What follows belongs to an exercise in optimizing a design on an open flow for small area, a short achievable clock period and few clock cycles; a production flow would make more cautious choices. Only simulation tests tie the RTL to the original design; equivalence was not proved. Power and IR drop assume default switching activity.

### flow/run.sh
#!/bin/bash
# synth_recipe.tcl (not shown) runs the flow's synth.tcl, then flattens the netlist and writes it again
# the make line also repeats each setting of config.mk as NAME=value (left out here)
make -C /OpenROAD-flow-scripts/flow DESIGN_CONFIG=/design/flow/config.mk WORK_HOME=/design/flow/orfs CLKGATE_MAP_FILE= SYNTH_SCRIPT=/design/flow/synth_recipe.tcl finish
### flow/config.mk
export PLATFORM = sky130hd
export DESIGN_NAME = cpu
export DESIGN_NICKNAME = cpu
export VERILOG_FILES = /design/flow/design.v
export SDC_FILE = /design/flow/constraint.sdc
export NUM_CORES = 4
export LEC_CHECK = 0
export CAP_MARGIN = 20
export CORE_MARGIN = 2
export CORE_UTILIZATION = 25
export PLACE_DENSITY = 0.4
export SLEW_MARGIN = 20
### flow/constraint.sdc
create_clock -name core_clock -period 14.0 [get_ports {clk}]
set_input_delay 2.8000 -clock core_clock [delete_from_list [all_inputs] [get_ports {clk}]]
set_output_delay 2.8000 -clock core_clock [all_outputs]
set_load 0.01 [all_outputs]
### flow/design.v
module regfile(
    input clk, rst,
    input we,
    input [4:0] wa,
    input [31:0] wd,
    input [4:0] ra1, ra2,
    output [31:0] rd1, rd2
);
reg [31:0] r [1:31];
reg [31:1] v;
always @(posedge clk) begin
    if (rst) v <= 31'd0;
    else if (we && wa != 5'd0) v[wa] <= 1'b1;
end
always @(posedge clk) begin
    if (we && wa != 5'd0) r[wa] <= wd;
end
wire [31:0] vv = {v, 1'b0};
assign rd1 = vv[ra1] ? r[ra1] : 32'd0;
assign rd2 = vv[ra2] ? r[ra2] : 32'd0;
endmodule
module cpu(
    input clk, rst,
    output [31:0] imem_addr,
    input  [31:0] imem_rdata,
    output [31:0] dmem_addr,
    output [31:0] dmem_wdata,
    output        dmem_we,
    input  [31:0] dmem_rdata
);
reg  [31:2] pc_F;
reg  [31:0] ir_D;
reg  [31:2] pc4_D;
reg  [3:0]  hi_D;        
reg  [31:0] a_E, b_E;
reg  [15:0] imm_E;
reg  [29:0] alt_E;       
reg         fwdA_E, fwdB_E, useImm_E;
reg         wr_E, ld_E, st_E, br_E, bne_E, pt_E;
reg  [4:0]  rd_E;
reg  [2:0]  op_E;        
reg  [31:0] res_M, sd_M;
reg  [4:0]  rd_M;
reg         wr_M, ld_M, st_M;
assign imem_addr = {pc_F, 2'b00};
wire [31:2] pc4_F = pc_F + 30'd1;
wire [5:0] opc = ir_D[31:26];
wire [4:0] rs  = ir_D[25:21];
wire [4:0] rt  = ir_D[20:16];
wire [4:0] rdf = ir_D[15:11];
wire [5:0] fn  = ir_D[5:0];
wire [15:0] imm = ir_D[15:0];
wire isR   = opc == 6'h00;
wire isJR  = isR && fn == 6'h08;
wire isSh  = isR && (fn == 6'h00 || fn == 6'h02);
wire isJ   = opc == 6'h02;
wire isJAL = opc == 6'h03;
wire isBEQ = opc == 6'h04;
wire isBNE = opc == 6'h05;
wire isBr  = isBEQ || isBNE;
wire isLW  = opc == 6'h23;
wire isSW  = opc == 6'h2B;
wire isImm = opc[5:3] == 3'b001;    
wire usesRs = !(isSh || isJ || isJAL);
wire usesRt = isR || isBr || isSW;
reg [2:0] op_D;
always @(*) begin
    op_D = 3'd0;
    if (isR) begin
        case (fn)
        6'h22: op_D = 3'd1;
        6'h24: op_D = 3'd2;
        6'h25: op_D = 3'd3;
        6'h26: op_D = 3'd4;
        6'h00: op_D = 3'd5;
        6'h02: op_D = 3'd6;
        default: op_D = 3'd0;
        endcase
    end else if (isImm) begin
        case (opc[2:0])
        3'd4: op_D = 3'd2;
        3'd5: op_D = 3'd3;
        3'd6: op_D = 3'd4;
        default: op_D = 3'd0;
        endcase
    end
end
wire [4:0] dst_D = isR ? rdf : isJAL ? 5'd31 : rt;
wire wr_D = (isR && !isJR || isImm || isLW || isJAL) && dst_D != 5'd0;
wire [31:0] rf1, rf2;
wire        wr_WB = wr_M;
wire [31:0] wb_M  = ld_M ? dmem_rdata : res_M;
regfile regfile(.clk(clk), .rst(rst), .we(wr_WB), .wa(rd_M), .wd(wb_M),
                .ra1(rs), .ra2(rt), .rd1(rf1), .rd2(rf2));
wire exA = wr_E && rd_E == rs;
wire exB = wr_E && rd_E == rt;
wire mA  = wr_M && rd_M == rs;
wire mB  = wr_M && rd_M == rt;
wire [31:0] valA = mA ? wb_M : rf1;
wire [31:0] valB = mB ? wb_M : rf2;
wire stall = (ld_E && (usesRs && exA || usesRt && exB)) ||
             (isJR && (exA || ld_M && mA));
wire [31:2] brT  = pc4_D + {{14{imm[15]}}, imm};
wire [31:2] jT   = {hi_D, ir_D[25:0]};
wire        predT = isBr && (imm[15] || isBEQ && rs == rt);
wire        redirD = isJ || isJAL || isJR || predT;
wire [31:0] jrv  = mA ? res_M : rf1;    
wire [31:2] tgtD = predT ? brT : isJR ? jrv[31:2] : jT;
wire [31:0] a  = fwdA_E ? res_M : a_E;
wire [31:0] bv = fwdB_E ? res_M : b_E;
wire [31:0] bo = useImm_E ? {{16{imm_E[15]}}, imm_E} : bv;
wire [4:0]  sh = imm_E[10:6];
reg [31:0] res_E;
always @(*) begin
    case (op_E)
    3'd0: res_E = a + bo;
    3'd1: res_E = a - bo;
    3'd2: res_E = a & bo;
    3'd3: res_E = a | bo;
    3'd4: res_E = a ^ bo;
    3'd5: res_E = bv << sh;
    default: res_E = bv >> sh;
    endcase
end
wire eq = a == bv;
wire taken = bne_E ^ eq;
wire mispE = br_E && (taken != pt_E);
assign dmem_addr  = res_M;
assign dmem_wdata = sd_M;
assign dmem_we    = st_M;
always @(posedge clk) begin
    if (rst) pc_F <= 30'd32;
    else if (mispE) pc_F <= alt_E;
    else if (stall) pc_F <= pc_F;
    else if (redirD) pc_F <= tgtD;
    else pc_F <= pc4_F;
end
always @(posedge clk) begin
    if (rst || mispE || (!stall && redirD)) ir_D <= 32'd0;
    else if (!stall) ir_D <= imem_rdata;
    if (!stall) begin
        pc4_D <= pc4_F;
        hi_D  <= pc_F[31:28];
    end
end
always @(posedge clk) begin
    if (rst || mispE || stall) begin
        wr_E <= 1'b0; ld_E <= 1'b0; st_E <= 1'b0; br_E <= 1'b0;
    end else begin
        wr_E <= wr_D; ld_E <= isLW; st_E <= isSW; br_E <= isBr;
    end
    a_E      <= isJAL ? {pc4_D, 2'b00} : valA;
    b_E      <= valB;
    imm_E    <= isJAL ? 16'd0 : imm;
    fwdA_E   <= exA && !isJAL;
    fwdB_E   <= exB;
    useImm_E <= !isR;
    rd_E     <= dst_D;
    op_E     <= op_D;
    bne_E    <= isBNE;
    pt_E     <= predT;
    alt_E    <= predT ? pc4_D : brT;
end
always @(posedge clk) begin
    if (rst) begin
        wr_M <= 1'b0; ld_M <= 1'b0; st_M <= 1'b0;
    end else begin
        wr_M <= wr_E; ld_M <= ld_E; st_M <= st_E;
    end
    res_M <= res_E;
    sd_M  <= bv;
    rd_M  <= rd_E;
end
endmodule
==> run notes <==
Clocking:
- The clock net in this run drives a total of 1,328 sinks.
- Clock latency on the worst-skew pair, taken at its later pin, is around 830 ps.
- Clock-pin slew was measured on the worst setup and hold paths at 70 ps.
- The post-CTS setup-driven buffer insertion count is 0.
- Clock tree synthesis inserted a total of 155 buffers.
- The tree is rooted in a clkbuf_16.
- The TritonCTS clock tree is yes.
- The post-cts hold buffer count is 0.
- In this run the deepest clock path goes through 3 buffers.
- The number of gates resized after CTS was 0.
- The deepest level of the CTS H-tree is 4.

Global routing:
- The first-pass GRT wire length is just under 400 mm.
- Global routing used 19.9% of the available tracks across all layers.
- The number of antenna violations at the first check in global routing is 15.
- Global routing used around a third of the available met2 tracks.
- The global routing stage identified its most utilized layer as met2.
- Summed over all layers, the global routing overflow is 0.
- For this run, global-route usage on met1 was measured as between 20% and 30%.
- The via count of the first global-routing pass is around 47,000.
- Global routing consumed, on the met3 layer, under 10% of the routing resources.
- The maximum number of pins on one net before global-route repair is between 100 and 150.

Critical path:
- The beginning of the critical path is fwdB_E$_DFF_P_.
- The number of cells on the worst reg-to-reg path is 21.
- At the worst endpoint, the required time is approximately 15,000 ps.
- The worst register-to-register path ends at res_M[29]$_DFF_P_.
- The kind of cell with the highest combined delay on the critical path is compound AO/OA/AOI/OAI gates.
- The worst-case register-to-register setup slack is approximately 7600 ps.
- The startpoint identified for the worst register-to-register timing path is fwdB_E$_DFF_P_.
- The cell at the slowest stage of the critical path is a311oi_1.
- Traced cell by cell, the critical path runs through buf_4 -> mux2i_1 -> inv_2 -> mux2i_1 -> ha_1 -> and2_1 -> nand2_1 -> nor3_1 -> buf_4 -> nand4_1 -> o21ai_0 -> xnor2_1 -> ha_1 -> nand2_1 -> nor3_1 -> and4_1 -> a32oi_1 -> o211ai_1 -> a311oi_1 -> a21oi_1 -> o311ai_0.
- Data on the critical path arrives at its endpoint at 7100 ps.
- Together, buffers and inverters on the worst path number 3.
- Of all nets on the critical path, the largest fanout is 39.
- The critical path capture point type is a flop.
- In this run the number of cells on the critical path is 21.
- The endpoint of the worst setup timing path is res_M[29]$_DFF_P_.
- The startpoint class of the critical path is a flop.
- The category of the most critical setup path is reg -> reg.
- On the worst path, the slowest cell contributes a delay of roughly 820 ps.

Cells and area:
- For this run, the share of the core covered by cells in the final layout is around 30%.
- The net count of the finished layout is ~5,200.
- The layout overhead on the synthesized area is 16.0%.
- The proportion of layout cells with a drive suffix above 1 is between 20% and 30%.

Min path:
- The min-delay analysis places its worst path in the category reg -> reg.
- Counting instances, the worst hold path has a depth of 0.

Timing:
- The count of endpoints failing hold in the final timing report is 0.
- The worst max-slew margin expressed relative to the limit is between 20 and 30%.
- The number of pins exceeding their max-slew limit in the final report is 0.
- The setup TNS is 0 ps.
- The final setup violation count is 0.
- After layout, the minimum clock period comes to approximately 6400 ps.
- For the final database, setup skew stands at around 33 ps.
- Setup repair after global routing left no endpoint under its margin.
- The portion of the clock cycle consumed by the worst path in the final layout is between 40% and 50%.
- Derived from the worst setup path, the maximum achievable clock frequency is 0.156 GHz.
- The worst-margin pin slew is around 1100 ps.

Placed design:
- The global placement routability congestion is ~0.94.
- The post-DP HPWL is between 150 and 200 mm.
- The quantity of I/O buffers inserted on ports is between 150 and 200.

Outcome:
- The flow ran to the end and the layout has no timing, DRC or antenna violations.

Detailed routing:
- The detail route stage leaves a number of antenna-violating nets equal to 0.
- Using the TritonRoute via totals, the vias-per-cell ratio works out to 5.25.
- In this run, the number of DRC markers left after iteration 0 of detailed routing was about 4,300.
- In the final routed layout, each cell accounts on average for ~32 um.
- The count of TritonRoute iterations in the first routing pass is 7.
- The post-route DRC violation count is 0.
- The total routed wirelength is 287 mm.
- The via count is 46,500.

Synth:
- The fraction of registers with async set/reset is 0%.
- In this run the cell area of the synthesized design comes to 0.0695 mm2.
- The predominant post-synthesis flop cell is edfxtp_1.
- The mean area per synthesized cell is roughly 14 um2.
- Synthesis inferred between 1,000 and 1,500 register bits.
- Summing the sequential cell areas from Yosys gives around 53% of the chip area.
- The number of enable flip-flop cells after synthesis is between 1,000 and 1,500.
- The number of distinct standard cells referenced by the synthesized netlist is 87.
- The cell count after synthesis came out at between 4,000 and 5,000.
- The number of warnings issued by yosys is 2.

Floorplan:
- The core area is 0.276 mm2.
- The die covers ~0.28 mm2.
- The width of the die is approximately 530 um.
- The die span in y is between 500 and 600 um.
- The number of primary I/O pins is 163.
- Row generation in the floorplan step produced slightly below 200 rows.
- The starting density of the core is between 20% and 30%.

Job:
- The count of maximum capacitance violations is 0.

Pwr:
- For this design the ratio of total power to cell area is between 100 and 150 mW/mm2.
- For this design the static power due to leakage is roughly 26 nW.
- The worst supply voltage drop on vdd is around 0.14 mV.
- The post-route total power is roughly 11 mW.
==> per-stage QoR <==
| stage | setup slack, ps | instances | hold slack (ps) | cell area (um2) |
|---|---|---|---|---|
| finish | 7610 | 8861 | 417 | 80700 |
| global placement | 7880 | 8576 | 400 | 75700 |
| detailed placement | 7840 | 8576 | 404 | 75700 |
| global route | 7070 | 8860 | 426 | 80700 |
| floorplan | 8620 | 4936 | 373 | 69500 |
| CTS | 7800 | 8852 | 415 | 80600 |
==> Yosys cell counts (48+ instances only) <==
| cell type | count | area share (%) |
|---|---|---|
| o21ai_0 | 186 | 1.3 |
| clkbuf_1 | 224 | 1.2 |
| xnor2_1 | 115 | 1.4 |
| buf_2 | 53 | 0.38 |
| mux4_2 | 625 | 20 |
| edfxtp_1 | 1026 | 44 |
| nand3_1 | 48 | 0.35 |
| mux2_2 | 68 | 1.1 |
| o22ai_1 | 50 | 0.45 |
| a21oi_1 | 357 | 2.6 |
| mux2i_1 | 276 | 4.0 |
| inv_1 | 168 | 0.91 |
| xor2_1 | 77 | 0.97 |
| buf_1 | 72 | 0.39 |
| dfxtp_1 | 302 | 8.7 |
| nand2_1 | 253 | 1.4 |
| ha_1 | 141 | 2.5 |
| nor2_1 | 335 | 1.8 |
==> worst min path at each step <==
stage	startpoint	endpoint	slack [ps]
after CTS	rd_E[4]$_DFF_P_	rd_M[4]$_DFF_P_	410
after global placement	alt_E[16]$_DFF_P_	pc_F[18]$_SDFFE_PP0P_	400
final	rd_E[2]$_DFF_P_	rd_M[2]$_DFF_P_	420
after detailed placement	rd_E[2]$_DFF_P_	rd_M[2]$_DFF_P_	400
after global routing	rd_E[4]$_DFF_P_	rd_M[4]$_DFF_P_	430
after floorplan	rd_E[1]$_DFF_P_	rd_M[1]$_DFF_P_	370
==> worst register-to-register path: stages (launching register included) <==
cell	delay (ps)
dfxtp_2	310
buf_4	540
mux2i_1	670
inv_2	160
mux2i_1	370
ha_1	240
and2_1	170
nand2_1	130
nor3_1	150
buf_4	170
nand4_1	370
o21ai_0	350
xnor2_1	100
ha_1	420
nand2_1	120
nor3_1	70
and4_1	260
a32oi_1	210
o211ai_1	180
a311oi_1	820
a21oi_1	150
o311ai_0	330
==> power by group <==
group          internal, mW  switching [mW]  total (mW)
registers              4.73           0.300        5.03
clock network          2.30            1.73        4.03
logic                 0.775            1.49        2.26
total                  7.80            3.51        11.3
==> placed cells by master (no fill, tap or decap), drive strengths merged, types with 115 or more instances in the layout <==
master         count
clkbuf           204
mux4             625
nand2            253
ha               141
inv              180
mux2i            277
dfxtp            302
a21oi            357
nor2             335
o21ai            192
clkdlybuf4s50    159
xnor2            115
buf              131
edfxtp          1026
==> per-layer routing <==
layer  part of all wire (%)  wire [um]
met4                    5.0      14400
met1                     42     120000
met2                     48     138000
met3                    5.0      14300
met5                 0.0045         13
==> sequential cells by signal, indices dropped and copies added, names as in the netlist, 16 cells and up, named ones only <==
register,cells
regfile.r,992
a_E,32
b_E,32
ir_D,32
res_M,32
sd_M,32
regfile.v,31
alt_E,30
pc4_D,30
pc_F,30
imm_E,16
==> area by class of cell <==
| cell class | count | area (um2) |
|---|---|---|
| antenna | 9 | 22.5 |
| clock buffer | 204 | 4260 |
| clock inverter | 72 | 693 |
| fill | 27800 | 196000 |
| inverter | 171 | 644 |
| multi-input combinational | 3082 | 30900 |
| sequential | 1328 | 36900 |
| tap | 3705 | 4640 |
| timing repair buffer | 290 | 2610 |
==> kinds of logic after synthesis <==
family                   after synthesis  share of synthesized area (%)
flip-flops                          1328                           53.0
multiplexers                         970                           25.3
AND/OR/NAND/NOR                      892                           5.85
AO/OA/AOI/OAI                        882                           7.79
buffers and inverters                526                           2.97
XOR/XNOR                             192                           2.42
adder cells (fa/ha/maj)              144                           2.61
other                                  1                        0.00539
Testbench counts, summed over its fixed seeds: cycles 62,442.

==> port drivers added, routing unchanged <==
How much do the figures lean on ideal ports? The routed layout below was timed once more, with nothing changed but the port constraints. Step 1 sets driving cells, clkbuf_16 on the clock port and buf_2 on the other inputs (assumed; they add their load-dependent delay and slew). Step 2 times the ports against the registers' clock, not the clock port: input delays grow and output delays shrink by t, the midpoint of the rising clock arrivals with the driver on. Slacks: no drivers / after step 1 / after step 2; pairs: no drivers / after step 1.
shift t [ns]: 0.903
slack for setup (ns): 7.608 / 7.608 / 7.608
clock arrival spread, ns: 0.032 / 0.033
cell pins on the clock port's net: 1
After both steps setup and hold are still met in this run. For this run, drivers alone change the setup slack by 0.000 ns; drivers and shift together by 0.000 ns.
